This is an optimization exercise on Yosys and OpenROAD, whose aim is small area and a short achievable clock period, not a production implementation.
The RTL was checked by simulation tests, not by an equivalence proof against the original design.
Power is estimated from default activity; no workload was simulated.

==> flow/design.v (outline; a module is shown in full before it is edited, if it fits) <==
// module pfx_nnp: 4 lines
// module pfx_nnp_g: 3 lines
// module pfx_npp_g: 3 lines
// module pfx_pnn_g: 3 lines
// module pfx_ppn: 4 lines
// module pfx_ppn_g: 3 lines
// module cpa: 252 lines
// module fa_m: 4 lines
// module ha_m: 4 lines
// module adder_1: 233 lines
module adder_1 #(parameter DSIZE = 64)
            (
                in_a,
                in_b,
                in_c,
                in_d,
                sum,
                clk,
                rst_n
            );
  // ...
==> flow/flow/run.sh <==
#!/bin/bash
export BUFFER_PORTS_ARGS="-buffer_cell sky130_fd_sc_hd__buf_1"
bash standard.sh ABC_LOAD_IN_FF=3 finish > standard.log 2>&1
==> flow/standard.sh <==
#!/bin/bash
# synth_recipe.tcl (not shown) runs the flow's synth.tcl, then flattens the netlist and writes it again
# the make line also repeats each setting of config.mk as NAME=value (left out here)
make -C /OpenROAD-flow-scripts/flow DESIGN_CONFIG=/design/flow/config.mk WORK_HOME=/design/flow/orfs CLKGATE_MAP_FILE= SYNTH_SCRIPT=/design/flow/synth_recipe.tcl "${@:-finish}"
==> flow/config.mk <==
export PLATFORM = sky130hd
export DESIGN_NAME = adder_1
export DESIGN_NICKNAME = adder_1
export VERILOG_FILES = /design/flow/design.v
export SDC_FILE = /design/flow/constraint.sdc
export NUM_CORES = 4
export LEC_CHECK = 0
export CAP_MARGIN = 20
export CORE_MARGIN = 2
export CORE_UTILIZATION = 40
export CTS_BUF_LIST = sky130_fd_sc_hd__clkbuf_4 sky130_fd_sc_hd__clkbuf_8
export SETUP_SLACK_MARGIN = 2.1
export SLEW_MARGIN = 20
export SYNTH_HIERARCHICAL = 1
export SYNTH_MINIMUM_KEEP_SIZE = 0
==> flow/constraint.sdc <==
create_clock -name core_clock -period 4.0 [get_ports {clk}]
set_input_delay 0.8000 -clock core_clock [delete_from_list [all_inputs] [get_ports {clk}]]
set_output_delay 0.8000 -clock core_clock [all_outputs]
set_load 0.01 [all_outputs]
==> flow_summary.ini, run 1 <==
[setup_path]
critPathCapture = pv_l[33]$_DFF_PN0_
crit_path_start_kind = input pin
r2r_cells = 9

[yosys]
synth_edf_count = 0
synth.top_cell.area_share_pct = 46.94
synth_compound_area_share_pct = 9.140
synthTopCellsByCount = dfrtp_1, fa_1, a21oi_1
synth_cell_types = 13

[power]
power_frac_seq_pct = 40.1
peakVddDrop_mv = 0.2591
static-leakage-power_nw = 5.143
clock_power_share_pct = 14.5

[run_status]
status = finished clean

[die]
coreArea_sq_mm = 0.02504
core.rowCount = 58

[hold_path]
worstHoldPathCells = 0

[drt]
antenna_left = 0

[sta]
fin_ws_ns = 2.090
period_share_pct = 47.74
drv_slew = 0

[clocking]
hold_buffers = 0

[finish]
multi_input_area_share_pct = 46.95
n_all_inverters = 21
seq-cell-share_pct = 35.66

[place]
placed_cell_area_sq_mm = 0.01192
gp_congestion = 0.8622
==> run 2: changes to the inputs <==
--- a/flow/config.mk
+++ b/flow/config.mk
@@ -11,3 +11,3 @@
 export CTS_BUF_LIST = sky130_fd_sc_hd__clkbuf_4 sky130_fd_sc_hd__clkbuf_8
-export SETUP_SLACK_MARGIN = 2.1
+export SETUP_SLACK_MARGIN = 2.05
 export SLEW_MARGIN = 20
==> run 2 against run 1 <==
Against the previous run: still clean; die area stayed put; critical path type unchanged; combinational power decreased by 7.5%; utilization shrank 1.6 points.
==> flow_summary.ini, run 2 <==
[finish]
area_delta_synth_final_pct = 27.87
reg.largest.list = pv_l (64), sum_l (64), gv_l (62)
regArea_sq_mm = 0.004757
multi_input_comb_area_sq_mm = 0.005936
fillers = 2293
final_cell_mix = buf_1, dfrtp_1, fa_1, nand2_1, a21oi_1
n_antenna_cell = 0
post-route-util_pct = 51.73
drive_above_1_share_pct = 19.50
layout_commonest_cell = buf_1
layout.nets = 1582

[sta]
maxSlewHeadroom_pct = 31.08
fmax_ghz = 0.5123
drv_slew = 0
whs_ns = 0.3609
setup_viol = 0
tightest_slew_ns = 1.034
period_share_pct = 48.80
hold_violations = 0
finalSetupTns_ns = 0
skew_ns = 0.01311
rsz0062_at_grt = true
period_needed_ns = 1.952

[drt]
drc = 0
antenna_left = 0
vias = 7069
dr.pass1.iters = 4
wl_per_cell_microns = 16.17
drtIter0Drc = 279
viasPerCell = 4.780
routed_wirelength_mm = 23.92

[setup_path]
setup.worst_path.end_class = flip-flop
cpPeakStageDelay_ns = 0.57
critPathKind = in -> reg
crit_chain = buf_1 > fa_1 > fa_1 > ha_2
crit_buf_inv = 1
arrival_ns = 2.31
path_max_fanout = 1
slowest_stage = fa_1
worst_ep_required_time_ns = 4.36
cpMostUsedCell = fa_1
critPathTopFamily = adder cells
crit_path_start_kind = input pin

[yosys]
synth_area_sq_mm = 0.01013
synthTopCellsByCount = dfrtp_1, fa_1, a21oi_1
yosys_register_bits = 190
synth.area.top_cells = dfrtp_1, fa_1, ha_1, a21oi_1, xnor2_1
synth_cell_types = 13
ys_seq_area_share_pct = 46.94
synthArstFlopShare_pct = 100.0
synth.most_common_cell = dfrtp_1
syn_area_per_cell_sq_um = 13.05
syn_nets = 1222
synth.top_cell.area_share_pct = 46.94
yosys_warnings = 7
synth_top_area_cell = dfrtp_1
synth_edf_count = 0
synth_cells = 776
synth-main-ff-cell = dfrtp_1

[die]
die_w_microns = 163.1
start_util_pct = 40.46
coreArea_sq_mm = 0.02504
io_pins = 322
core.rowCount = 58
die-area_sq_mm = 0.02661
dieHeight_microns = 163.1

[clocking]
cts_buffers = 17
clk_latency_ns = 0.46
clk_path_buf_depth = 2
cts_num_sinks = 190
cts.htree.levels = 4
cts_tree = yes
clk_pin_slew_ns = 0.10
cts_root_buf = clkbuf_8

[power]
p_per_area_mw_per_mm2 = 594.1
peakVddDrop_mv = 0.2145
static-leakage-power_nw = 5.046

[global_route]
grt_first_pass_wirelength_mm = 37.36
overflow = 0
grt_use_total_pct = 18.61
grt_start_max_net_pins = 191
grt_antenna_before_repair = 0
grt_pass1_vias = 7501

[place]
dp_hpwl_mm = 20.05
gp_congestion = 0.8568
port_buffers = 321

[run_status]
status = finished clean

[run]
max_cap_viol_count = 0

[hold_path]
hold_path.class = reg -> reg
==> run 2: modules after synthesis (local to each module, per instance) <==
module / cells / times used / cell area [sq um] / flops+latches
adder_1: 194 / 1 / 4811 / 190
cpa: 64 / 1 / 558.0 / 0
fa_m: 1 / 125 / 20.02 / 0
ha_m: 1 / 63 / 12.51 / 0
pfx_nnp: 2 / 52 / 8.758 / 0
pfx_nnp_g: 1 / 14 / 5.005 / 0
pfx_npp_g: 2 / 6 / 8.758 / 0
pfx_pnn_g: 2 / 15 / 8.758 / 0
pfx_ppn: 2 / 72 / 8.758 / 0
pfx_ppn_g: 1 / 26 / 5.005 / 0
==> run 2: power by group <==
group	internal, W	total, W	switching (W)
combinational	0.00137	0.00335	0.00197
clock	0.000521	0.00121	0.000691
sequential	0.00267	0.00314	0.000463
total	0.00457	0.00770	0.00313
==> run 2: repair_timing <==
item | 4_1_cts | 5_1_grt
setup buffers | 8 | 13
setup endpoints to repair | 42 | 38
pin swaps | 2 | 11
hold buffers | 0 | 0
gates resized for setup | 35 | 91
==> run 2: logic make-up (layout without fill, tap and decap cells) <==
kind of cell	after synthesis	count (layout)	share of synthesized area, %
AOI/OAI and AO/OA	185	185	9.140
xor gates and xnor gates	66	66	5.917
adders and majority gates	188	188	32.49
buffers and inverters	23	396	0.9264
DFF	190	190	46.94
and+or+nand+nor	124	124	4.595
==> run 2: path summary, 6_finish.rpt <==
| path | from | end | cells after the start | slack [ns] |
|---|---|---|---|---|
| max in group asynchronous | rst_n | pv_l[32]$_DFF_PN0_ | 2 | 2.64 |
| min in group asynchronous | rst_n | sum_l[0]$_DFF_PN0_ | 2 | 0.49 |
| hold / removal | pv_l[1]$_DFF_PN0_ | sum_l[1]$_DFF_PN0_ | 0 | 0.36 |
| setup / recovery | in_a[32] | pv_l[33]$_DFF_PN0_ | 4 | 2.05 |
| hold reg to reg | pv_l[1]$_DFF_PN0_ | sum_l[1]$_DFF_PN0_ | 0 | 0.36 |
| setup reg to reg | pv_l[6]$_DFF_PN0_ | sum_l[48]$_DFF_PN0_ | 9 | 2.06 |
==> run 2: routing by layer <==
| layer | track usage [%] | part of all wire [%] | vias up |
|---|---|---|---|
| li1 | - | - | 3306 |
| met1 | 24.18 | 43 | 3533 |
| met2 | 31.66 | 51 | 216 |
| met3 | 4.774 | 6.0 | 14 |
| met4 | 3.982 | 0.83 | 0 |
| met5 | 0 | 0 | - |
==> run 2: worst reg2reg max path, stage by stage (launching register included) <==
cell	delay [ns]
dfrtp_1	0.41
nand2_1	0.18
nor2_2	0.20
a21oi_4	0.10
buf_4	0.15
o21ai_4	0.19
inv_1	0.11
o21ai_4	0.22
a21oi_1	0.12
xnor2_1	0.14
==> run 2: metrics by stage <==
stage / area [sq um] / total power [W] / std cells / setup slack, ns
final: 12950 / 0.007695 / 1479 / 2.048
after global routing: 12950 / 0.008324 / 1479 / 1.986
after CTS: 12510 / 0.007459 / 1466 / 1.952
after detailed placement: 11920 / 0.006034 / 1426 / 1.438
after global placement: 11920 / 0.005999 / 1426 / 1.537
after floorplan: 10290 / 0.004841 / 776 / 1.848
==> run 2: cell type report <==
| class | instances | area share, % |
|---|---|---|
| tap | 330 | 3.188 |
| multi-input combinational | 563 | 45.83 |
| sequential | 190 | 36.73 |
| inverter | 21 | 0.6086 |
| clock buffer | 18 | 1.913 |
| clock inverter | 14 | 1.034 |
| timing repair buffer | 343 | 10.70 |
==> run 3: changes to the inputs <==
--- a/flow/config.mk
+++ b/flow/config.mk
@@ -11,3 +11,3 @@
 export CTS_BUF_LIST = sky130_fd_sc_hd__clkbuf_4 sky130_fd_sc_hd__clkbuf_8
-export SETUP_SLACK_MARGIN = 2.05
+export SETUP_SLACK_MARGIN = 1.95
 export SLEW_MARGIN = 20
==> run 3 against run 2 <==
Against the previous run: area after synthesis did not move; largest power group is now registers; fmax fell by 3.3%; cell area fell by 4.0%; non-clock buffer count fell by 11; utilization fell by 2.1 points; cell count fell by 0.74%; setup slack got worse by 0.067 ns; clock skew fell by 0.00083 ns.
==> flow_summary.ini, run 3 <==
[run_status]
status = finished clean

[die]
io_pins = 322
dieHeight_microns = 163.1
die-area_sq_mm = 0.02661
core.rowCount = 58
coreArea_sq_mm = 0.02504
start_util_pct = 40.46
die_w_microns = 163.1

[yosys]
syn_area_per_cell_sq_um = 13.05
syn_nets = 1222
synth.most_common_cell = dfrtp_1
synth_edf_count = 0
ys_seq_area_share_pct = 46.94
synth.top_cell.area_share_pct = 46.94
synth.area.top_cells = dfrtp_1, fa_1, ha_1, a21oi_1, xnor2_1
synth_cell_types = 13
yosys_warnings = 7
synth-main-ff-cell = dfrtp_1
synth_cells = 776
yosys_register_bits = 190
synthArstFlopShare_pct = 100.0
synthTopCellsByCount = dfrtp_1, fa_1, a21oi_1
synth_top_area_cell = dfrtp_1
synth_area_sq_mm = 0.01013

[global_route]
grt_antenna_before_repair = 0
grt_pass1_vias = 7432
overflow = 0
grt_start_max_net_pins = 96
grt_use_total_pct = 18.97
grt_first_pass_wirelength_mm = 37.79

[sta]
period_share_pct = 50.48
skew_ns = 0.01228
hold_violations = 0
drv_slew = 0
finalSetupTns_ns = 0
rsz0062_at_grt = true
fin_ws_ns = 1.981
period_needed_ns = 2.019
maxSlewHeadroom_pct = 67.51
fmax_ghz = 0.4953
setup_viol = 0
tightest_slew_ns = 0.4874

[drt]
drtIter0Drc = 233
vias = 6959
routed_wirelength_mm = 24.14
antenna_left = 0
wl_per_cell_microns = 16.44
drc = 0
viasPerCell = 4.740
dr.pass1.iters = 4

[place]
dp_hpwl_mm = 20.72
dpl_worst_slack_ns = 1.467
gp_congestion = 0.8821
placed_cell_area_sq_mm = 0.01178
port_buffers = 321

[run]
max_cap_viol_count = 0

[finish]
fillers = 2331
reg.largest.list = pv_l (64), sum_l (64), gv_l (62)
regArea_sq_mm = 0.004755
drive_above_1_share_pct = 8.348
layout.nets = 1571
n_antenna_cell = 0
multi_input_comb_area_sq_mm = 0.005518
final_area_sq_mm = 0.01243
final_cell_mix = buf_1, dfrtp_1, fa_1, a21oi_1, nand2_1
area_delta_synth_final_pct = 22.73
layout_commonest_cell = buf_1

[setup_path]
critPathKind = reg -> reg
path_max_fanout = 6
setup.worst_path.end_class = flip-flop
arrival_ns = 2.41
crit_path_start_kind = flip-flop
crit_chain = a21oi_2 > o21ai_4 > a21oi_4 > inv_1 > a21oi_2 > o21ai_1 > a21oi_1 > xnor2_1
r2r_cells = 8
slowest_stage = dfrtp_1
cpPeakStageDelay_ns = 0.43
cpMostUsedCell = a21oi_2
worst_ep_required_time_ns = 4.39

[clocking]
hold_buffers = 0
clk_pin_slew_ns = 0.10
clk_path_buf_depth = 2
cts_tree = yes
clk_latency_ns = 0.47
cts_root_buf = clkbuf_8
cts.htree.levels = 4
cts_num_sinks = 190
cts_buffers = 17

[power]
p_per_area_mw_per_mm2 = 586.8
peakVddDrop_mv = 0.2149
static-leakage-power_nw = 5.055

[hold_path]
hold_path.class = in -> async
-- run 3: cell count changes in the layout (fill, tap and decap cells not counted), sizes merged --
cell	delta
buf	-11
clkinv	+2
bufinv	-1
clkinvlp	-1
-- run 3: layout make-up --
cell class,count,share of cell area (%)
multi-input combinational,563,44.38
tap,330,3.321
timing repair buffer,332,10.59
sequential,190,38.24
clock inverter,14,0.8857
clock buffer,18,1.942
inverter,21,0.6341
-- run 3: modules after synthesis (local to each module, per instance), excerpt --
| module | cells inside | flip-flops and latches | copies in the design | cell area (sq um) |
|---|---|---|---|---|
| pfx_nnp_g | 1 | 0 | 14 | 5.005 |
| pfx_nnp | 2 | 0 | 52 | 8.758 |
| cpa | 64 | 0 | 1 | 558.0 |
| ha_m | 1 | 0 | 63 | 12.51 |
| pfx_ppn | 2 | 0 | 72 | 8.758 |
| pfx_pnn_g | 2 | 0 | 15 | 8.758 |
| pfx_ppn_g | 1 | 0 | 26 | 5.005 |
| pfx_npp_g | 2 | 0 | 6 | 8.758 |
| adder_1 | 194 | 190 | 1 | 4811 |
-- run 3: what timing repair did --
item / 4_1_cts / 5_1_grt
resized for setup: 26 / 31
cloned: 0 / 0
endpoints found under the setup margin: 33 / 25
buffers inserted: 3 / 6
pin swaps: 1 / 2
-- run 3: cells by family after synthesis --
group / Yosys count / share of synthesized area (%)
AO/OA/AOI/OAI: 185 / 9.140
XOR/XNOR: 66 / 5.917
flip-flops: 190 / 46.94
buffers and inverters: 23 / 0.9264
AND/OR/NAND/NOR: 124 / 4.595
adder cells (fa/ha/maj): 188 / 32.49
-- run 3: worst paths after layout --
kind                                    from  slack [ns]                   to
setup / recovery           pv_l[4]$_DFF_PN0_        1.98  sum_l[58]$_DFF_PN0_
hold / removal                         rst_n        0.23   sum_l[4]$_DFF_PN0_
setup reg to reg           pv_l[4]$_DFF_PN0_        1.98  sum_l[58]$_DFF_PN0_
hold reg to reg            pv_l[0]$_DFF_PN0_        0.36   sum_l[0]$_DFF_PN0_
max in group asynchronous              rst_n        2.98   gv_l[61]$_DFF_PN0_
min in group core_clock    pv_l[0]$_DFF_PN0_        0.36   sum_l[0]$_DFF_PN0_
-- run 3: metrics by stage --
step | hold WS, ns | utilization, % | std cells | power (W)
2_1_floorplan | 0.4166 | - | 776 | 0.004808
3_3_place_gp | 0.3337 | 47.05 | 1427 | 0.005985
3_5_place_dp | 0.3426 | 47.05 | 1427 | 0.006004
4_1_cts | 0.2013 | 49.01 | 1462 | 0.007291
5_1_grt | 0.2150 | 49.66 | 1468 | 0.007909
6_report | 0.2327 | 49.66 | 1468 | 0.007295
-- run 3: power by group --
group          switching [W]  internal [W]
clock network       0.000684      0.000448
logic                0.00184       0.00121
registers           0.000443       0.00267
total                0.00297       0.00433
-- run 3: worst max-delay path, delay by kind of cell (launching register included) --
family / cells / cell delay [ns]
XOR/XNOR: 1 / 0.13
buffers and inverters: 1 / 0.09
flip-flops: 1 / 0.43
AO/OA/AOI/OAI: 6 / 1.28
-- run 3: metal layers --
layer  track usage (%)  wire [microns]  vias to the layer above
li1                  -               -                     3279
met1             25.16           10290                     3439
met2             31.66           11900                      222
met3             4.444            1628                       19
met4             4.827             318                        0
met5                 0               0                        -
==> run 4: changes to the inputs <==
--- a/flow/config.mk
+++ b/flow/config.mk
@@ -11,3 +11,5 @@
 export CTS_BUF_LIST = sky130_fd_sc_hd__clkbuf_4 sky130_fd_sc_hd__clkbuf_8
-export SETUP_SLACK_MARGIN = 1.95
+export CTS_CLUSTER_DIAMETER = 150
+export CTS_CLUSTER_SIZE = 40
+export SETUP_SLACK_MARGIN = 2.0
 export SLEW_MARGIN = 20
==> run 4 against run 3 <==
Against the previous run: critical endpoint is now pv_l[33]$_DFF_PN0_; largest cell class unchanged; sequential power about the same; flip-flop and latch count unchanged; largest power group is now combinational cells; still clean on timing, DRC and antenna; clock power up 7%; first-iteration DRC count up 24%.
==> flow_summary.ini, run 4 <==
[sta]
rsz0062_at_grt = true
fin_ws_ns = 2.054
fmax_ghz = 0.5140
hold_violations = 0
tightest_slew_ns = 1.034
setup_viol = 0
drv_slew = 0
period_share_pct = 48.64
maxSlewHeadroom_pct = 31.09
skew_ns = 0.01352
period_needed_ns = 1.946
finalSetupTns_ns = 0

[finish]
post-route-util_pct = 51.22
multi_input_comb_area_sq_mm = 0.005847
area_delta_synth_final_pct = 26.61
layout_commonest_cell = buf_1
n_antenna_cell = 0
final_cell_mix = buf_1, dfrtp_1, fa_1, nand2_1, a21oi_1
layout.nets = 1577
regArea_sq_mm = 0.004756
fillers = 2311
reg.largest.list = pv_l (64), sum_l (64), gv_l (62)
drive_above_1_share_pct = 18.01

[yosys]
synth_cells = 776
synth.top_cell.area_share_pct = 46.94
synth_top_area_cell = dfrtp_1
ys_seq_area_share_pct = 46.94
syn_area_per_cell_sq_um = 13.05
synth-main-ff-cell = dfrtp_1
synth.most_common_cell = dfrtp_1
synth_area_sq_mm = 0.01013
synth_cell_types = 13
yosys_register_bits = 190
yosys_warnings = 7
synthTopCellsByCount = dfrtp_1, fa_1, a21oi_1
synth_edf_count = 0
syn_nets = 1222
synth.area.top_cells = dfrtp_1, fa_1, ha_1, a21oi_1, xnor2_1
synthArstFlopShare_pct = 100.0

[setup_path]
worst_ep_required_time_ns = 4.36
regToRegStartpoint = pv_l[4]$_DFF_PN0_
critPathKind = in -> reg
setup.worst_path.end_class = flip-flop
cpMostUsedCell = fa_1
path_max_fanout = 1
slowest_stage = fa_1
r2r_cells = 8
crit_chain = buf_1 > fa_1 > fa_1 > ha_2
r2r-end = sum_l[62]$_DFF_PN0_
cpPeakStageDelay_ns = 0.57
arrival_ns = 2.30
r2r_slack_ns = 2.08
crit_path_start_kind = input pin

[clocking]
cts_num_sinks = 190
cts_tree = yes
cts_buffers = 17
cts_root_buf = clkbuf_8
clk_pin_slew_ns = 0.10
clk_latency_ns = 0.46
cts.htree.levels = 4
clk_path_buf_depth = 2

[power]
p_sw_w = 0.003070
clock_power_share_pct = 16.0
static-leakage-power_nw = 5.012
p_per_area_mw_per_mm2 = 591.2
peakVddDrop_mv = 0.2060
p_int_w = 0.004512
power_frac_seq_pct = 41.3
p_sw_share_pct = 40.49
pwr-share-comb_pct = 42.7

[run_status]
status = finished clean

[die]
start_util_pct = 40.46
io_pins = 322
coreArea_sq_mm = 0.02504
die-area_sq_mm = 0.02661
die_w_microns = 163.1
dieHeight_microns = 163.1
core.rowCount = 58

[drt]
viasPerCell = 4.786
wl_per_cell_microns = 16.10
routed_wirelength_mm = 23.73
vias = 7054
antenna_left = 0
dr.pass1.iters = 4
drtIter0Drc = 289
drc = 0

[run]
max_cap_viol_count = 0

[global_route]
grt_pass1_vias = 7497
grt_antenna_before_repair = 0
grt_use_total_pct = 18.57
grt_start_max_net_pins = 191
grt_first_pass_wirelength_mm = 37.32
overflow = 0

[place]
dp_hpwl_mm = 20.05
gp_congestion = 0.8568
port_buffers = 321
dpl_worst_slack_ns = 1.438

[hold_path]
min_to = sum_l[1]$_DFF_PN0_
min_from = pv_l[1]$_DFF_PN0_
hold_path.class = reg -> reg
worstHoldPathCells = 0
[run 4: cell counts after synthesis]
No cell type changed its count.
[run 4: critical path: cells and delay by family]
family | cells | cell delay (ns)
buf+inv | 1 | 0.11
fa+ha+maj | 3 | 1.39
[run 4: modules after synthesis, one instance, submodules excluded, a selection]
| module | flops+latches | cell area, sq um | cells inside |
|---|---|---|---|
| ha_m | 0 | 12.51 | 1 |
| pfx_nnp | 0 | 8.758 | 2 |
| adder_1 | 190 | 4811 | 194 |
| pfx_nnp_g | 0 | 5.005 | 1 |
| cpa | 0 | 558.0 | 64 |
| pfx_pnn_g | 0 | 8.758 | 2 |
[run 4: area by class of cell]
cell class                 count  share of cell area, %
clock inverter                14                  1.044
timing repair buffer         338                  10.52
inverter                      21                 0.6146
multi-input combinational    563                  45.59
sequential                   190                  37.08
tap                          330                  3.220
clock buffer                  18                  1.932
[run 4: worst max path at each step]
stage                             from             endpoint  slack (ns)  cells past startpoint
floorplan                     in_a[62]   pv_l[63]$_DFF_PN0_        1.85                      4
global placement     gv_l[1]$_DFF_PN0_  sum_l[58]$_DFF_PN0_        1.54                      8
detailed placement   gv_l[1]$_DFF_PN0_  sum_l[58]$_DFF_PN0_        1.44                      8
CTS                  pv_l[2]$_DFF_PN0_  sum_l[56]$_DFF_PN0_        1.91                      8
global route        pv_l[20]$_DFF_PN0_  sum_l[56]$_DFF_PN0_        1.95                      8
finish                        in_a[32]   pv_l[33]$_DFF_PN0_        2.05                      4
[run 4: repair_timing]
item | CTS | global route
pin swaps | 1 | 4
setup buffers | 5 | 11
endpoints found under the setup margin | 38 | 32
gates cloned | 0 | 0
resized for setup | 24 | 81
hold buffers | 0 | 0
[run 4: cells by family (layout without fill, tap and decap cells)]
| family | count (synthesis) | count (layout) | share of synthesized area [%] |
|---|---|---|---|
| AO/OA/AOI/OAI | 185 | 185 | 9.140 |
| XOR/XNOR | 66 | 66 | 5.917 |
| adder cells (fa/ha/maj) | 188 | 188 | 32.49 |
| buffers and inverters | 23 | 391 | 0.9264 |
| flip-flops | 190 | 190 | 46.94 |
| AND/OR/NAND/NOR | 124 | 124 | 4.595 |
[run 4: power groups by stage]
stage | Combinational, W | Clock, W | Sequential (W)
2_1_floorplan | 0.00163 | 0 | 0.00321
3_3_place_gp | 0.00287 | 0 | 0.00313
3_5_place_dp | 0.00289 | 0 | 0.00314
4_1_cts | 0.00303 | 0.00126 | 0.00311
5_1_grt | 0.00365 | 0.00134 | 0.00323
6_report | 0.00324 | 0.00121 | 0.00313
[run 4: stage by stage]
step | hold WS, ns | total power [W] | std cells | instance area [sq um]
2_1_floorplan | 0.4166 | 0.004841 | 776 | 10290
3_3_place_gp | 0.3313 | 0.005999 | 1426 | 11920
3_5_place_dp | 0.3370 | 0.006034 | 1426 | 11920
4_1_cts | 0.3615 | 0.007397 | 1463 | 12440
5_1_grt | 0.3730 | 0.008211 | 1474 | 12820
6_report | 0.3610 | 0.007582 | 1474 | 12820
[run 4: layer usage]
metal	vias to the layer above	part of all wire, %	global-route usage [%]
met1	3508	42	24.13
met4	0	0.89	4.706
met2	227	51	31.68
met3	17	6.2	4.165
li1	3302	-	-
met5	-	0	0
==> run 5: changes to the inputs <==
--- a/flow/config.mk
+++ b/flow/config.mk
@@ -9,6 +9,4 @@
 export CORE_MARGIN = 2
-export CORE_UTILIZATION = 40
+export CORE_UTILIZATION = 50
 export CTS_BUF_LIST = sky130_fd_sc_hd__clkbuf_4 sky130_fd_sc_hd__clkbuf_8
-export CTS_CLUSTER_DIAMETER = 150
-export CTS_CLUSTER_SIZE = 40
 export SETUP_SLACK_MARGIN = 2.0
==> run 5 against run 4 <==
Against the previous run: utilization grew 12 points; first-iteration DRC count fell by 0.69%; sequential power is essentially flat; critical endpoint is now sum_l[58]$_DFF_PN0_.
==> flow_summary.ini, run 5 <==
[setup_path]
r2r-end = sum_l[58]$_DFF_PN0_
crit_path_start_kind = flip-flop
r2r_cells = 8
setup.worst_path.end_class = flip-flop
arrival_ns = 2.36
regToRegStartpoint = gv_l[1]$_DFF_PN0_
path_max_fanout = 6
critPathKind = reg -> reg
worst_ep_required_time_ns = 4.38
r2r_slack_ns = 2.03

[power]
static-leakage-power_nw = 4.988
power_frac_seq_pct = 41.7
clock_power_share_pct = 16.4
p_int_w = 0.004460
p_total_w = 0.007484
peakVddDrop_mv = 0.2659
p_per_area_mw_per_mm2 = 593.7
p_sw_share_pct = 40.41
pwr-share-comb_pct = 41.9
p_sw_w = 0.003025

[yosys]
synth_cells = 776
synth-main-ff-cell = dfrtp_1
synthXorXnorAreaFrac_pct = 5.917
syn_area_per_cell_sq_um = 13.05
synth_compound_area_share_pct = 9.140
synth_top_area_cell = dfrtp_1
synth_top_family_by_area = adder cells
synthArstFlopShare_pct = 100.0
synth.top_cell.area_share_pct = 46.94
ys_seq_area_share_pct = 46.94
synth_mux_area_share_pct = 0
synth_simple_gate_area_share_pct = 4.595
synth_cell_types = 13
synth_area_sq_mm = 0.01013
synthTopCellsByCount = dfrtp_1, fa_1, a21oi_1
synth_adder_area_share_pct = 32.49
syn_nets = 1222
yosys_warnings = 7
synth.most_common_cell = dfrtp_1
yosys_register_bits = 190
synth_edf_count = 0
synth.area.top_cells = dfrtp_1, fa_1, ha_1, a21oi_1, xnor2_1

[die]
die_w_microns = 146.3
die-area_sq_mm = 0.02141
start_util_pct = 50.55
io_pins = 322
core.rowCount = 52
coreArea_sq_mm = 0.02004
dieHeight_microns = 146.3

[finish]
n_antenna_cell = 0
regArea_sq_mm = 0.004755
layout.nets = 1574
multi_input_comb_area_sq_mm = 0.005717
reg.largest.list = pv_l (64), sum_l (64), gv_l (62)
area_delta_synth_final_pct = 24.46
final_cell_mix = buf_1, dfrtp_1, fa_1, a21oi_1, nand2_1
fillers = 1697
drive_above_1_share_pct = 14.99
layout_commonest_cell = buf_1

[clocking]
cts_num_sinks = 190
clk_pin_slew_ns = 0.10
clk_path_buf_depth = 2
hold_buffers = 0
cts_root_buf = clkbuf_8
cts.htree.levels = 4
clk_latency_ns = 0.47
cts_buffers = 17
cts_tree = yes

[drt]
viasPerCell = 5.002
routed_wirelength_mm = 23.03
wl_per_cell_microns = 16.32
vias = 7058
drtIter0Drc = 287
dr.pass1.iters = 4
drc = 0
antenna_left = 0

[run]
max_cap_viol_count = 0

[sta]
setup_viol = 0
tightest_slew_ns = 0.6910
drv_slew = 0
hold_violations = 0
fmax_ghz = 0.5070
skew_ns = 0.01278
finalSetupTns_ns = 0
rsz0062_at_grt = true
maxSlewHeadroom_pct = 53.93
period_share_pct = 49.31
period_needed_ns = 1.972

[place]
gp_congestion = 0.9053
port_buffers = 321
dp_hpwl_mm = 19.51

[global_route]
overflow = 0
grt_start_max_net_pins = 101
grt_first_pass_wirelength_mm = 37.40
grt_use_total_pct = 22.71
grt_antenna_before_repair = 0
grt_pass1_vias = 7589

[run_status]
status = finished clean

[hold_path]
hold_path.class = in -> async
[run 5: stage by stage]
stage	setup WS (ns)	cells	area [sq um]	util, %	hold slack [ns]
global placement	1.480	1367	11850	59.12	0.3354
detailed placement	1.450	1367	11850	59.12	0.3365
finish	2.028	1411	12610	62.91	0.3054
floorplan	1.848	776	10290	-	0.4166
CTS	1.892	1403	12350	61.63	0.2968
global route	1.895	1411	12610	62.91	0.3100
[run 5: cell type report]
| type | count | share of cell area [%] |
|---|---|---|
| Timing Repair Buffer | 335 | 10.52 |
| Inverter | 21 | 0.6252 |
| Clock buffer | 18 | 1.915 |
| Tap cell | 270 | 2.680 |
| Sequential cell | 190 | 37.71 |
| Multi-Input combinational cell | 563 | 45.35 |
| Clock inverter | 14 | 1.201 |
[run 5: power groups by stage]
stage	combinational [W]	clock (W)	sequential, W
final	0.00314	0.00123	0.00312
after global routing	0.00353	0.00135	0.00321
after CTS	0.00300	0.00126	0.00310
after detailed placement	0.00289	0	0.00313
after global placement	0.00285	0	0.00314
after floorplan	0.00163	0	0.00321
[run 5: cell families (layout without fill, tap and decap cells)]
family | Yosys count | in the layout
flip-flops | 190 | 190
adder cells (fa/ha/maj) | 188 | 188
AO/OA/AOI/OAI | 185 | 185
AND/OR/NAND/NOR | 124 | 124
XOR/XNOR | 66 | 66
buffers and inverters | 23 | 388
[run 5: how the worst max path moves through the flow]
stage,end,from,slack (ns),cells past startpoint
floorplan,pv_l[63]$_DFF_PN0_,in_a[62],1.85,4
CTS,sum_l[62]$_DFF_PN0_,pv_l[2]$_DFF_PN0_,1.89,8
global route,sum_l[60]$_DFF_PN0_,pv_l[11]$_DFF_PN0_,1.89,8
global placement,sum_l[62]$_DFF_PN0_,pv_l[2]$_DFF_PN0_,1.48,8
detailed placement,sum_l[62]$_DFF_PN0_,pv_l[2]$_DFF_PN0_,1.45,8
finish,sum_l[58]$_DFF_PN0_,gv_l[1]$_DFF_PN0_,2.03,8
[run 5: what timing repair did]
item | in CTS | in global routing
resized for setup | 19 | 50
pin swaps | 0 | 5
endpoints found under the setup margin | 39 | 32
setup buffers | 4 | 8
[run 5: Yosys stat by module, one instance, submodules excluded, a selection]
| module | times used | area, sq um | flops+latches | cells |
|---|---|---|---|---|
| ha_m | 63 | 12.51 | 0 | 1 |
| pfx_nnp | 52 | 8.758 | 0 | 2 |
| pfx_nnp_g | 14 | 5.005 | 0 | 1 |
| pfx_npp_g | 6 | 8.758 | 0 | 2 |
| pfx_pnn_g | 15 | 8.758 | 0 | 2 |
| pfx_ppn_g | 26 | 5.005 | 0 | 1 |
[run 5: critical path, cell delays in order, from the launching register on]
cell	delay, ns
dfrtp_1	0.43
a21oi_4	0.26
o21ai_4	0.14
a21oi_4	0.25
inv_1	0.11
a21oi_4	0.20
o21ai_1	0.16
a21oi_1	0.19
xnor2_1	0.14
[run 5: metal layers]
layer	global-route usage (%)	vias to the layer above	share of wire [%]
met5	0	-	0
li1	-	3293	-
met1	30.89	3521	42
met2	38.21	219	50
met4	6.117	0	1.4
met3	4.125	25	6.1
==> run 6: changes to the inputs <==
--- a/flow/config.mk
+++ b/flow/config.mk
@@ -9,3 +9,3 @@
 export CORE_MARGIN = 2
-export CORE_UTILIZATION = 50
+export CORE_UTILIZATION = 33
 export CTS_BUF_LIST = sky130_fd_sc_hd__clkbuf_4 sky130_fd_sc_hd__clkbuf_8
==> run 6 against run 5 <==
Against the previous run: still clean; area after synthesis stayed put; cell count is 9.1% higher; first-iteration DRC count is 10% lower; combinational power is 5% higher; critical path type unchanged; largest power group unchanged.
==> flow_summary.ini, run 6 <==
[yosys]
synth_cells = 776
synth.most_common_cell = dfrtp_1
synth_compound_area_share_pct = 9.140
synth_top_area_cell = dfrtp_1
synth_adder_area_share_pct = 32.49
synthTopCellsByCount = dfrtp_1, fa_1, a21oi_1
syn_nets = 1222
synth_simple_gate_area_share_pct = 4.595
synth_top_family_by_area = adder cells
yosys_warnings = 7
synth_mux_area_share_pct = 0
synth_area_sq_mm = 0.01013
syn_area_per_cell_sq_um = 13.05
synth.top_cell.area_share_pct = 46.94
synthArstFlopShare_pct = 100.0
synth_cell_types = 13
yosys_register_bits = 190
ys_seq_area_share_pct = 46.94
synth.area.top_cells = dfrtp_1, fa_1, ha_1, a21oi_1, xnor2_1
synth_edf_count = 0
synthXorXnorAreaFrac_pct = 5.917
synth-main-ff-cell = dfrtp_1

[finish]
final_cell_mix = buf_1, dfrtp_1, fa_1, a21oi_1, nand2_1
layout_commonest_cell = buf_1
final_area_sq_mm = 0.01294
reg.largest.list = pv_l (64), sum_l (64), gv_l (62)
n_antenna_cell = 0
drive_above_1_share_pct = 17.31
layout.nets = 1578
area_delta_synth_final_pct = 27.73

[drt]
antenna_left = 0
vias = 7043
dr.pass1.iters = 4
viasPerCell = 4.573
routed_wirelength_mm = 26.42
drtIter0Drc = 258
drc = 0
wl_per_cell_microns = 17.16

[setup_path]
arrival_ns = 2.38
crit_chain = nand2_1 > nor2_2 > nand2_1 > nor2_1 > nand2_1 > o21ai_2 > a21oi_1 > xnor2_1
path_max_fanout = 3
critPathKind = reg -> reg
slowest_stage = dfrtp_1
worst_ep_required_time_ns = 4.36
cpPeakStageDelay_ns = 0.42
setup.worst_path.end_class = flip-flop
cpMostUsedCell = nand2_1
crit_path_start_kind = flip-flop

[place]
dpl_worst_slack_ns = 1.516
gp_congestion = 0.8846
dp_hpwl_mm = 22.28
port_buffers = 321
placed_cell_area_sq_mm = 0.01203

[power]
static-leakage-power_nw = 5.042
p_sw_share_pct = 40.37
p_per_area_mw_per_mm2 = 598.6
p_sw_w = 0.003127
peakVddDrop_mv = 0.2112
clock_power_share_pct = 16.9
p_int_w = 0.004619
power_frac_seq_pct = 40.6
pwr-share-comb_pct = 42.5

[clocking]
cts_buffers = 17
clk_latency_ns = 0.48
clk_pin_slew_ns = 0.09
cts_root_buf = clkbuf_8
cts.htree.levels = 4
clk_path_buf_depth = 2
cts_tree = yes
cts_num_sinks = 190

[sta]
rsz0062_at_grt = true
hold_violations = 0
period_share_pct = 50.55
period_needed_ns = 2.022
tightest_slew_ns = 0.9534
skew_ns = 0.01857
finalSetupTns_ns = 0
fmax_ghz = 0.4946
setup_viol = 0
fin_ws_ns = 1.978
maxSlewHeadroom_pct = 36.44
drv_slew = 0

[die]
start_util_pct = 33.29
core.rowCount = 64
die_w_microns = 179.2
die-area_sq_mm = 0.03211
coreArea_sq_mm = 0.03043
dieHeight_microns = 179.2
io_pins = 322

[hold_path]
hold_path.class = reg -> reg

[global_route]
grt_use_total_pct = 16.87
grt_pass1_vias = 7557
grt_start_max_net_pins = 65
grt_first_pass_wirelength_mm = 39.47
grt_antenna_before_repair = 0
overflow = 0

[run_status]
status = finished clean

[run]
max_cap_viol_count = 0
[run 6: cell counts after synthesis]
No cell type changed its count.
[run 6: Yosys stat by module (local to each module, per instance)]
| module | flip-flops and latches | area [sq um] |
|---|---|---|
| adder_1 | 190 | 4811 |
| cpa | 0 | 558.0 |
| fa_m | 0 | 20.02 |
| ha_m | 0 | 12.51 |
| pfx_nnp | 0 | 8.758 |
| pfx_nnp_g | 0 | 5.005 |
| pfx_npp_g | 0 | 8.758 |
| pfx_pnn_g | 0 | 8.758 |
| pfx_ppn | 0 | 8.758 |
| pfx_ppn_g | 0 | 5.005 |
[run 6: worst max-delay path, delay by kind of cell (launching register included)]
kind / cells / cell delay, ns
xor+xnor: 1 / 0.14
compound gates: 2 / 0.38
simple gates: 5 / 0.96
flops: 1 / 0.42
[run 6: worst paths after layout]
kind	startpoint	to	slack, ns	depth (start not counted)
max	pv_l[36]$_DFF_PN0_	sum_l[40]$_DFF_PN0_	1.98	8
min	pv_l[0]$_DFF_PN0_	sum_l[0]$_DFF_PN0_	0.36	0
max reg2reg	pv_l[36]$_DFF_PN0_	sum_l[40]$_DFF_PN0_	1.98	8
min reg2reg	pv_l[0]$_DFF_PN0_	sum_l[0]$_DFF_PN0_	0.36	0
max in group asynchronous	rst_n	sum_l[63]$_DFF_PN0_	2.69	2
min in group asynchronous	rst_n	gv_l[36]$_DFF_PN0_	0.49	1
[run 6: layout make-up]
| type | instances | area [sq um] |
|---|---|---|
| flip-flops and latches | 190 | 4756 |
| multi-input cells | 563 | 5833 |
| well taps | 396 | 495.5 |
| clock buffers | 18 | 241.5 |
| inverters | 21 | 78.83 |
| clock inverters | 13 | 165.2 |
| repair buffers | 339 | 1369 |
| fillers | 2919 | 17490 |
[run 6: cell families (layout without fill, tap and decap cells)]
logic type,Yosys count,count (layout)
compound gates,185,185
fa+ha+maj,188,188
flops,190,190
simple gates,124,124
buf+inv,23,391
xor+xnor,66,66
[run 6: through the flow]
step / util (%) / instances / hold WS, ns / power (W)
finish: 42.52 / 1540 / 0.3609 / 0.007746
global route: 42.52 / 1540 / 0.3717 / 0.008375
global placement: 39.54 / 1495 / 0.3328 / 0.006066
CTS: 41.39 / 1529 / 0.3633 / 0.007592
detailed placement: 39.54 / 1495 / 0.3404 / 0.006114
floorplan: - / 776 / 0.4166 / 0.004841
[run 6: what timing repair did]
item / in CTS / in global routing
resized for setup: 33 / 65
cloned: 0 / 0
endpoints found under the setup margin: 40 / 33
pin swaps: 1 / 5
hold buffers: 0 / 0
buffers inserted: 3 / 11
[run 6: power groups by stage]
stage	Clock [W]	Sequential, W	Combinational (W)
after detailed placement	0	0.00315	0.00297
final	0.00131	0.00315	0.00329
after global routing	0.00144	0.00324	0.00370
after CTS	0.00137	0.00312	0.00310
after floorplan	0	0.00321	0.00163
after global placement	0	0.00314	0.00292
[run 6: per-layer routing]
layer	global-route usage, %	part of all wire, %	up-vias
li1	-	-	3295
met1	21.55	41	3490
met2	29.21	50	239
met3	3.562	7.2	19
met4	4.267	1.1	0
met5	0	0	-
==> run 7: changes to the inputs <==
--- a/flow/config.mk
+++ b/flow/config.mk
@@ -9,4 +9,5 @@
 export CORE_MARGIN = 2
-export CORE_UTILIZATION = 33
+export CORE_UTILIZATION = 40
 export CTS_BUF_LIST = sky130_fd_sc_hd__clkbuf_4 sky130_fd_sc_hd__clkbuf_8
+export PLACE_DENSITY = 0.65
 export SETUP_SLACK_MARGIN = 2.0
==> run 7 against run 6 <==
Against the previous run: setup slack better by 0.050 ns; still clean on timing, DRC and antenna; power is 2.9% lower; flip-flop and latch count is the same; sequential power about the same; clock skew down 0.0051 ns; routed wire length fell by 8.6%; synthesized cell count unchanged; via count decreased by 0.40%; largest power group unchanged.
==> flow_summary.ini, run 7 <==
[clocking]
hold_buffers = 0
clk_latency_ns = 0.46
cts.htree.levels = 4
clk_path_buf_depth = 2
clk_pin_slew_ns = 0.09
cts_buffers = 17
cts_num_sinks = 190
cts_root_buf = clkbuf_8
cts_tree = yes

[power]
pwr-share-comb_pct = 43.5
static-leakage-power_nw = 5.008
p_int_w = 0.004470
p_sw_w = 0.003052
clock_power_share_pct = 14.9
peakVddDrop_mv = 0.2485
power_frac_seq_pct = 41.6
p_per_area_mw_per_mm2 = 586.1
p_sw_share_pct = 40.57

[finish]
layout.nets = 1577
final_area_sq_mm = 0.01283
area_delta_synth_final_pct = 26.70
layout_commonest_cell = buf_1
n_antenna_cell = 0
final_cell_mix = buf_1, dfrtp_1, fa_1, a21oi_1, nand2_1
reg.largest.list = pv_l (64), sum_l (64), gv_l (62)
drive_above_1_share_pct = 17.76

[drt]
wl_per_cell_microns = 16.39
routed_wirelength_mm = 24.14
vias = 7015
dr.pass1.iters = 4
viasPerCell = 4.762
drtIter0Drc = 231
antenna_left = 0
drc = 0

[yosys]
synth_edf_count = 0
synth_top_area_cell = dfrtp_1
synth.area.top_cells = dfrtp_1, fa_1, ha_1, a21oi_1, xnor2_1
synth-main-ff-cell = dfrtp_1
synth_area_sq_mm = 0.01013
synth.top_cell.area_share_pct = 46.94
synth_cells = 776
syn_nets = 1222
synth_cell_types = 13
yosys_warnings = 7
ys_seq_area_share_pct = 46.94
synthTopCellsByCount = dfrtp_1, fa_1, a21oi_1
synth.most_common_cell = dfrtp_1
syn_area_per_cell_sq_um = 13.05
synthArstFlopShare_pct = 100.0
yosys_register_bits = 190

[setup_path]
crit_chain = nand2_1 > nor2_2 > nand2_1 > nor2_2 > a21oi_2 > o21ai_1 > a21oi_1 > xnor2_1
crit_path_start_kind = flip-flop
r2r_cells = 8
path_max_fanout = 3
worst_ep_required_time_ns = 4.34
critPathKind = reg -> reg
setup.worst_path.end_class = flip-flop
slowest_stage = dfrtp_1
cpPeakStageDelay_ns = 0.42
arrival_ns = 2.31

[run_status]
status = finished clean

[hold_path]
worstHoldPathCells = 0
hold_path.class = reg -> reg

[sta]
finalSetupTns_ns = 0
fin_ws_ns = 2.029
drv_slew = 0
period_needed_ns = 1.971
period_share_pct = 49.29
skew_ns = 0.01350
fmax_ghz = 0.5073
rsz0062_at_grt = true
hold_violations = 0
tightest_slew_ns = 0.8260
maxSlewHeadroom_pct = 44.93
setup_viol = 0

[die]
die-area_sq_mm = 0.02661
die_w_microns = 163.1
dieHeight_microns = 163.1
core.rowCount = 58
io_pins = 322
start_util_pct = 40.46
coreArea_sq_mm = 0.02504

[place]
port_buffers = 321
gp_congestion = 0.8836
dpl_worst_slack_ns = 1.305
placed_cell_area_sq_mm = 0.01194
dp_hpwl_mm = 20.47

[global_route]
grt_start_max_net_pins = 69
grt_pass1_vias = 7648
overflow = 0
grt_use_total_pct = 18.95
grt_first_pass_wirelength_mm = 37.98
grt_antenna_before_repair = 0

[run]
max_cap_viol_count = 0
==> run 7: cell counts after synthesis <==
No cell type changed its count.
==> run 7: worst max-delay path, delay by kind of cell (launching register included) <==
kind	cells	cell delay [ns]
compound gates	3	0.50
flops	1	0.42
simple gates	4	0.79
xor+xnor	1	0.14
==> run 7: through the flow <==
stage / instances / total power [W] / utilization, % / hold WS [ns]
after floorplan: 776 / 0.004841 / - / 0.4166
after global placement: 1428 / 0.006000 / 47.70 / 0.3358
after detailed placement: 1428 / 0.006047 / 47.70 / 0.3397
after CTS: 1464 / 0.007362 / 49.90 / 0.3616
after global routing: 1473 / 0.008139 / 51.26 / 0.3668
final: 1473 / 0.007522 / 51.26 / 0.3582
==> run 7: cells by family (layout without fill, tap and decap cells) <==
logic type / after synthesis / after routing / synth area share [%]
compound gates: 185 / 185 / 9.140
xor+xnor: 66 / 66 / 5.917
fa+ha+maj: 188 / 188 / 32.49
buf+inv: 23 / 390 / 0.9264
flops: 190 / 190 / 46.94
simple gates: 124 / 124 / 4.595
==> run 7: final cells by class <==
class / count / area (sq um)
inverter: 21 / 78.83
fill: 2271 / 12200
tap: 330 / 412.9
multi-input combinational: 563 / 5877
clock buffer: 22 / 284.0
sequential: 190 / 4756
clock inverter: 9 / 65.06
timing repair buffer: 338 / 1361
==> run 7: final timing paths <==
check / start / endpoint / slack [ns]
max reg2reg: pv_l[16]$_DFF_PN0_ / sum_l[60]$_DFF_PN0_ / 2.03
min reg2reg: pv_l[1]$_DFF_PN0_ / sum_l[1]$_DFF_PN0_ / 0.36
max: pv_l[16]$_DFF_PN0_ / sum_l[60]$_DFF_PN0_ / 2.03
max in group asynchronous: rst_n / pv_l[57]$_DFF_PN0_ / 2.69
min: pv_l[1]$_DFF_PN0_ / sum_l[1]$_DFF_PN0_ / 0.36
min in group asynchronous: rst_n / sum_l[38]$_DFF_PN0_ / 0.45
==> run 7: layer usage <==
metal,vias up,wire [microns],share of wire (%),GRT usage [%]
li1,3292,-,-,-
met1,3455,10270,43,24.69
met2,240,11890,49,31.82
met3,28,1525,6.3,4.215
met4,0,455,1.9,5.752
met5,-,0,0,0
==> run 7: what timing repair did <==
item,4_1_cts,5_1_grt
resized for setup,37,73
endpoints found under the setup margin,42,30
setup buffers,5,9
pin swaps,2,11
==> run 7: power groups by stage <==
stage	combinational, W	clock, W	sequential [W]
5_1_grt	0.00367	0.00125	0.00322
2_1_floorplan	0.00163	0	0.00321
4_1_cts	0.00310	0.00116	0.00310
3_3_place_gp	0.00287	0	0.00313
6_report	0.00327	0.00112	0.00313
3_5_place_dp	0.00292	0	0.00313
==> run 7: modules after synthesis (local to each module, per instance) <==
| module | cell area (sq um) | flip-flops and latches | times used | cells inside |
|---|---|---|---|---|
| pfx_nnp_g | 5.005 | 0 | 14 | 1 |
| pfx_ppn_g | 5.005 | 0 | 26 | 1 |
| cpa | 558.0 | 0 | 1 | 64 |
| pfx_ppn | 8.758 | 0 | 72 | 2 |
| fa_m | 20.02 | 0 | 125 | 1 |
| pfx_pnn_g | 8.758 | 0 | 15 | 2 |
| adder_1 | 4811 | 190 | 1 | 194 |
| ha_m | 12.51 | 0 | 63 | 1 |
| pfx_npp_g | 8.758 | 0 | 6 | 2 |
| pfx_nnp | 8.758 | 0 | 52 | 2 |
==> run 8: changes to the inputs <==
==> flow/flow/run.sh (replaced) <==
#!/bin/bash
export BUFFER_PORTS_ARGS="-buffer_cell sky130_fd_sc_hd__buf_1"
bash standard.sh ABC_LOAD_IN_FF=3 RECOVER_POWER=100 finish > standard.log 2>&1
--- a/flow/config.mk
+++ b/flow/config.mk
@@ -11,3 +11,2 @@
 export CTS_BUF_LIST = sky130_fd_sc_hd__clkbuf_4 sky130_fd_sc_hd__clkbuf_8
-export PLACE_DENSITY = 0.65
 export SETUP_SLACK_MARGIN = 2.0
==> run 8 against run 7 <==
Against the previous run: synthesized cell count did not move; cell area fell by 2.8%; fmax fell by 30%; critical path type unchanged.
==> flow_summary.ini, run 8 <==
[finish]
stdcell_count = 1474
fillers = 2381
regArea_sq_mm = 0.004756
layout_commonest_cell = buf_1
n_antenna_cell = 0
reg.largest.list = pv_l (64), sum_l (64), gv_l (62)
multi_input_comb_area_sq_mm = 0.005525
final_cell_mix = buf_1, dfrtp_1, fa_1, a21oi_1, nand2_1
layout.nets = 1577
area_delta_synth_final_pct = 23.13
drive_above_1_share_pct = 9.703

[sta]
skew_ns = 0.01274
tightest_slew_ns = 1.034
period_needed_ns = 2.808
setup_viol = 0
fin_ws_ns = 1.192
period_share_pct = 70.19
maxSlewHeadroom_pct = 31.07
hold_violations = 0
rsz0062_at_grt = true
drv_slew = 0
finalSetupTns_ns = 0
fmax_ghz = 0.3562

[drt]
drc = 0
routed_wirelength_mm = 23.74
vias = 7019
dr.pass1.iters = 4
viasPerCell = 4.762
wl_per_cell_microns = 16.11
antenna_left = 0
drtIter0Drc = 278

[hold_path]
worstHoldPathCells = 0
hold_path.class = reg -> reg

[power]
clock_power_share_pct = 16.4
peakVddDrop_mv = 0.2042
p_total_w = 0.007365
static-leakage-power_nw = 5.051
p_sw_w = 0.002971
p_sw_share_pct = 40.33
p_int_w = 0.004394
power_frac_seq_pct = 42.5
pwr-share-comb_pct = 41.1
p_per_area_mw_per_mm2 = 590.5

[die]
io_pins = 322
coreArea_sq_mm = 0.02504
die_w_microns = 163.1
die-area_sq_mm = 0.02661
dieHeight_microns = 163.1
start_util_pct = 40.46
core.rowCount = 58

[global_route]
grt_pass1_vias = 7497
grt_antenna_before_repair = 0
grt_use_total_pct = 18.57
overflow = 0
grt_first_pass_wirelength_mm = 37.32
grt_start_max_net_pins = 191

[place]
gp_congestion = 0.8568
dp_cells = 1426
port_buffers = 321
dp_hpwl_mm = 20.05
dpl_worst_slack_ns = 1.438

[clocking]
cts_buffers = 17
cts.htree.levels = 4
clk_path_buf_depth = 2
hold_buffers = 0
clk_latency_ns = 0.47
cts_root_buf = clkbuf_8
cts_num_sinks = 190
clk_pin_slew_ns = 0.10
cts_tree = yes

[setup_path]
crit_buf_inv = 2
slowest_stage = o21ai_0
critPathKind = reg -> reg
critPathTopFamily = compound AO/OA/AOI/OAI gates
worst_ep_required_time_ns = 4.36
path_max_fanout = 5
cpMostUsedCell = o21ai_0
arrival_ns = 3.17
cpPeakStageDelay_ns = 0.65
r2r_cells = 8
crit_path_start_kind = flip-flop
path_depth = 8
crit_chain = a21oi_1 > o21ai_0 > inv_1 > o21ai_0 > inv_1 > o21ai_0 > a21oi_1 > xnor2_1
setup.worst_path.end_class = flip-flop

[yosys]
synth.most_common_cell = dfrtp_1
yosys_register_bits = 190
synth_area_sq_mm = 0.01013
synth_cell_types = 13
ys_seq_area_share_pct = 46.94
syn_nets = 1222
synth_edf_count = 0
syn_area_per_cell_sq_um = 13.05
yosys_warnings = 7
synth.area.top_cells = dfrtp_1, fa_1, ha_1, a21oi_1, xnor2_1
synth-main-ff-cell = dfrtp_1
synthArstFlopShare_pct = 100.0
synth_cells = 776
synth.top_cell.area_share_pct = 46.94
synth_top_area_cell = dfrtp_1
synthTopCellsByCount = dfrtp_1, fa_1, a21oi_1

[run]
max_cap_viol_count = 0

[run_status]
status = finished clean
[run 8: cell count changes in the layout (fill, tap and decap cells not counted), moves of 6 or more]
cell,previous run,this run
ha_1,1,63
clkbuf_1,0,8
ha_2,62,0
o21ai_4,8,1
o21ai_0,0,18
nor2_2,16,23
a21oi_1,71,80
o21ai_1,50,44
buf_4,15,5
[run 8: Yosys stat by module (local to each module, per instance)]
module,flops+latches,copies in the design,area (sq um),cells inside
pfx_npp_g,0,6,8.758,2
pfx_nnp_g,0,14,5.005,1
pfx_ppn_g,0,26,5.005,1
fa_m,0,125,20.02,1
adder_1,190,1,4811,194
pfx_ppn,0,72,8.758,2
cpa,0,1,558.0,64
pfx_pnn_g,0,15,8.758,2
pfx_nnp,0,52,8.758,2
ha_m,0,63,12.51,1
[run 8: cell type report]
cell class                      count  area share, %
Clock buffer                       18          1.986
Clock inverter                     14          1.073
Inverter                           21         0.6320
Multi-Input combinational cell    563          44.30
Sequential cell                   190          38.13
Tap cell                          330          3.310
Timing Repair Buffer              338          10.57
[run 8: cell families after synthesis]
logic type,count (synthesis),synth area share (%)
AND/OR/NAND/NOR,124,4.595
buffers and inverters,23,0.9264
adder cells (fa/ha/maj),188,32.49
flip-flops,190,46.94
XOR/XNOR,66,5.917
AO/OA/AOI/OAI,185,9.140
[run 8: final timing paths]
| check | startpoint | end | slack [ns] |
|---|---|---|---|
| setup reg to reg | gv_l[1]$_DFF_PN0_ | sum_l[46]$_DFF_PN0_ | 1.19 |
| setup / recovery | gv_l[1]$_DFF_PN0_ | sum_l[46]$_DFF_PN0_ | 1.19 |
| hold / removal | pv_l[1]$_DFF_PN0_ | sum_l[1]$_DFF_PN0_ | 0.36 |
| min in group asynchronous | rst_n | sum_l[0]$_DFF_PN0_ | 0.52 |
| max in group asynchronous | rst_n | pv_l[17]$_DFF_PN0_ | 2.66 |
| hold reg to reg | pv_l[1]$_DFF_PN0_ | sum_l[1]$_DFF_PN0_ | 0.36 |
[run 8: metal layers]
layer,part of all wire (%),GRT usage [%],vias up
met2,50,31.68,218
met5,0,0,-
met4,0.83,4.706,0
met1,42,24.13,3491
li1,-,-,3295
met3,6.3,4.165,15
[run 8: power by group through the flow]
stage | sequential [W] | clock, W | combinational [W]
final | 0.00313 | 0.00121 | 0.00303
after global routing | 0.00322 | 0.00134 | 0.00343
after detailed placement | 0.00314 | 0 | 0.00289
after CTS | 0.00311 | 0.00126 | 0.00303
after global placement | 0.00313 | 0 | 0.00287
after floorplan | 0.00321 | 0 | 0.00163
[run 8: per-stage QoR]
step	hold slack (ns)	util (%)	cell area (sq um)
2_1_floorplan	0.4166	-	10290
3_3_place_gp	0.3313	47.59	11920
3_5_place_dp	0.3370	47.59	11920
4_1_cts	0.3615	49.69	12440
5_1_grt	0.3730	49.82	12470
6_report	0.3580	49.82	12470
[run 8: what timing repair did]
| item | 4_1_cts | 5_1_grt |
|---|---|---|
| setup endpoints to repair | 38 | 32 |
| cloned | 0 | 0 |
| gates resized for setup | 24 | 81 |
| pin swaps | 1 | 4 |
| endpoints found under the hold margin | 0 | 0 |
| buffers inserted | 5 | 11 |
==> run 9: changes to the inputs <==
==> flow/flow/run.sh (replaced) <==
#!/bin/bash
export BUFFER_PORTS_ARGS="-buffer_cell sky130_fd_sc_hd__buf_1"
bash standard.sh ABC_LOAD_IN_FF=3 finish > standard.log 2>&1
==> run 9 against run 8 <==
Against the previous run: still clean on timing, DRC and antenna; die area unchanged; non-clock buffer count stayed put; sequential share of layout area decreased by 1.0 points; clock power hardly changed; worst hold slack improved by 0.0029 ns; global-route usage stayed put; clock skew grew 0.00078 ns; flip-flop and latch count unchanged; cell count unchanged; area after synthesis unchanged.
==> flow_summary.ini, run 9 <==
[global_route]
grt_pass1_vias = 7497
grt_first_pass_wirelength_mm = 37.32
overflow = 0
grt_antenna_before_repair = 0
grt_use_total_pct = 18.57
grt_start_max_net_pins = 191

[yosys]
synth.top_cell.area_share_pct = 46.94
synth-main-ff-cell = dfrtp_1
synth_area_sq_mm = 0.01013
syn_nets = 1222
synth_cells = 776
synthTopCellsByCount = dfrtp_1, fa_1, a21oi_1
synth.area.top_cells = dfrtp_1, fa_1, ha_1, a21oi_1, xnor2_1
synthArstFlopShare_pct = 100.0
synth_top_area_cell = dfrtp_1
syn_area_per_cell_sq_um = 13.05
yosys_register_bits = 190
synth_edf_count = 0
ys_seq_area_share_pct = 46.94
synth.most_common_cell = dfrtp_1
synth_cell_types = 13
yosys_warnings = 7

[sta]
fmax_ghz = 0.5140
period_share_pct = 48.64
drv_slew = 0
maxSlewHeadroom_pct = 31.09
hold_violations = 0
tightest_slew_ns = 1.034
finalSetupTns_ns = 0
skew_ns = 0.01352
period_needed_ns = 1.946
rsz0062_at_grt = true
setup_viol = 0

[finish]
final_area_sq_mm = 0.01282
reg.largest.list = pv_l (64), sum_l (64), gv_l (62)
area_delta_synth_final_pct = 26.61
layout_commonest_cell = buf_1
drive_above_1_share_pct = 18.01
fillers = 2311
stdcell_count = 1474
post-route-util_pct = 51.22
layout.nets = 1577
final_cell_mix = buf_1, dfrtp_1, fa_1, nand2_1, a21oi_1
n_antenna_cell = 0

[clocking]
clk_pin_slew_ns = 0.10
cts_buffers = 17
cts.htree.levels = 4
cts_num_sinks = 190
clk_latency_ns = 0.46
cts_tree = yes
cts_root_buf = clkbuf_8
clk_path_buf_depth = 2

[setup_path]
arrival_ns = 2.30
setup.worst_path.end_class = flip-flop
critPathKind = in -> reg
path_max_fanout = 1
worst_ep_required_time_ns = 4.36
crit_path_start_kind = input pin

[place]
port_buffers = 321
dp_hpwl_mm = 20.05
gp_congestion = 0.8568
dp_cells = 1426
placed_cell_area_sq_mm = 0.01192

[drt]
vias = 7054
antenna_left = 0
viasPerCell = 4.786
dr.pass1.iters = 4
routed_wirelength_mm = 23.73
wl_per_cell_microns = 16.10
drc = 0
drtIter0Drc = 289

[die]
die_w_microns = 163.1
coreArea_sq_mm = 0.02504
io_pins = 322
start_util_pct = 40.46
core.rowCount = 58
die-area_sq_mm = 0.02661
dieHeight_microns = 163.1

[power]
static-leakage-power_nw = 5.012
peakVddDrop_mv = 0.2060
p_per_area_mw_per_mm2 = 591.2

[run]
max_cap_viol_count = 0

[hold_path]
hold_path.class = reg -> reg

[run_status]
status = finished clean
==> run 9: cell counts after synthesis <==
Identical to the previous run, type by type.
==> run 9: what timing repair did <==
item,4_1_cts,5_1_grt
resized for setup,24,81
buffers inserted,5,11
pin swaps,1,4
hold buffers,0,0
setup endpoints to repair,38,32
==> run 9: worst max-delay path: stages <==
cell and delay, ns:
buf_1 0.11, fa_1 0.56, fa_1 0.57, ha_2 0.26
==> run 9: area by class of cell <==
cell class                 count  area, sq um  share of cell area (%)
multi-input combinational    563         5847                   45.59
sequential                   190         4756                   37.08
clock buffer                  18        247.7                   1.932
inverter                      21        78.83                  0.6146
tap                          330        412.9                   3.220
timing repair buffer         338         1349                   10.52
clock inverter                14        133.9                   1.044
==> run 9: worst paths after layout <==
check	startpoint	end	slack [ns]	depth (start not counted)
min	pv_l[1]$_DFF_PN0_	sum_l[1]$_DFF_PN0_	0.36	0
max	in_a[32]	pv_l[33]$_DFF_PN0_	2.05	4
min in group asynchronous	rst_n	sum_l[0]$_DFF_PN0_	0.49	2
max in group asynchronous	rst_n	pv_l[17]$_DFF_PN0_	2.69	2
min reg2reg	pv_l[1]$_DFF_PN0_	sum_l[1]$_DFF_PN0_	0.36	0
max reg2reg	pv_l[4]$_DFF_PN0_	sum_l[62]$_DFF_PN0_	2.08	8
==> run 9: per-module statistics from Yosys, one instance, submodules excluded <==
| module | flip-flops and latches | times used | cells | area (sq um) |
|---|---|---|---|---|
| pfx_nnp_g | 0 | 14 | 1 | 5.005 |
| pfx_pnn_g | 0 | 15 | 2 | 8.758 |
| fa_m | 0 | 125 | 1 | 20.02 |
| cpa | 0 | 1 | 64 | 558.0 |
| ha_m | 0 | 63 | 1 | 12.51 |
| adder_1 | 190 | 1 | 194 | 4811 |
| pfx_nnp | 0 | 52 | 2 | 8.758 |
| pfx_ppn | 0 | 72 | 2 | 8.758 |
| pfx_ppn_g | 0 | 26 | 1 | 5.005 |
| pfx_npp_g | 0 | 6 | 2 | 8.758 |
==> run 9: where the power goes <==
part / internal (W) / switching [W] / total (W)
sequential: 0.00267 / 0.000459 / 0.00313
combinational: 0.00132 / 0.00192 / 0.00324
clock: 0.000521 / 0.000691 / 0.00121
==> run 9: logic make-up after synthesis <==
| family | after synthesis | synth area share [%] |
|---|---|---|
| xor+xnor | 66 | 5.917 |
| buf+inv | 23 | 0.9264 |
| simple gates | 124 | 4.595 |
| compound gates | 185 | 9.140 |
| fa+ha+maj | 188 | 32.49 |
| flops | 190 | 46.94 |
==> run 9: routing by layer <==
metal,vias to the layer above,track usage (%),wire (microns)
li1,3302,-,-
met1,3508,24.13,10050
met2,227,31.68,11980
met3,17,4.165,1481
met4,0,4.706,212
met5,-,0,0
==> run 9: through the flow <==
step	total power [W]	setup slack (ns)	hold slack, ns
global route	0.008211	1.953	0.3730
finish	0.007582	2.054	0.3610
CTS	0.007397	1.907	0.3615
floorplan	0.004841	1.848	0.4166
detailed placement	0.006034	1.438	0.3370
global placement	0.005999	1.537	0.3313

==> what the ideal ports hide <==
No port has a modelled driver above. Below, the same layouts with a new extraction and two added sets of constraints. Step 1: set_driving_cell puts a clkbuf_16 on clk and a buf_2 on each other input, an assumption about the parent block. Step 2 times the ports against the registers' clock, not the clock port: input delays grow and output delays shrink by t, the midpoint of the rising clock arrivals with the driver on. a / b / c = ideal / step 1 / step 2; a / b = the first two.
run	t, ns	setup slack, ns	hold WS [ns]
run 1	0.501	2.090 / 2.116 / 1.615	0.357 / 0.357 / 0.357
run 2	0.504	2.048 / 2.059 / 1.570	0.361 / 0.361 / 0.361
run 3	0.503	1.981 / 1.981 / 1.641	0.233 / 0.215 / 0.360
run 4	0.504	2.054 / 2.079 / 1.575	0.361 / 0.361 / 0.361
run 5	0.502	2.028 / 2.028 / 1.555	0.305 / 0.289 / 0.358
run 6	0.511	1.978 / 1.978 / 1.586	0.361 / 0.361 / 0.361
run 7	0.490	2.029 / 2.029 / 1.612	0.358 / 0.358 / 0.358
run 8	0.506	1.192 / 1.192 / 1.192	0.358 / 0.358 / 0.358
run 9	0.504	2.054 / 2.079 / 1.575	0.361 / 0.361 / 0.361
After both steps every run listed still meets setup and hold.
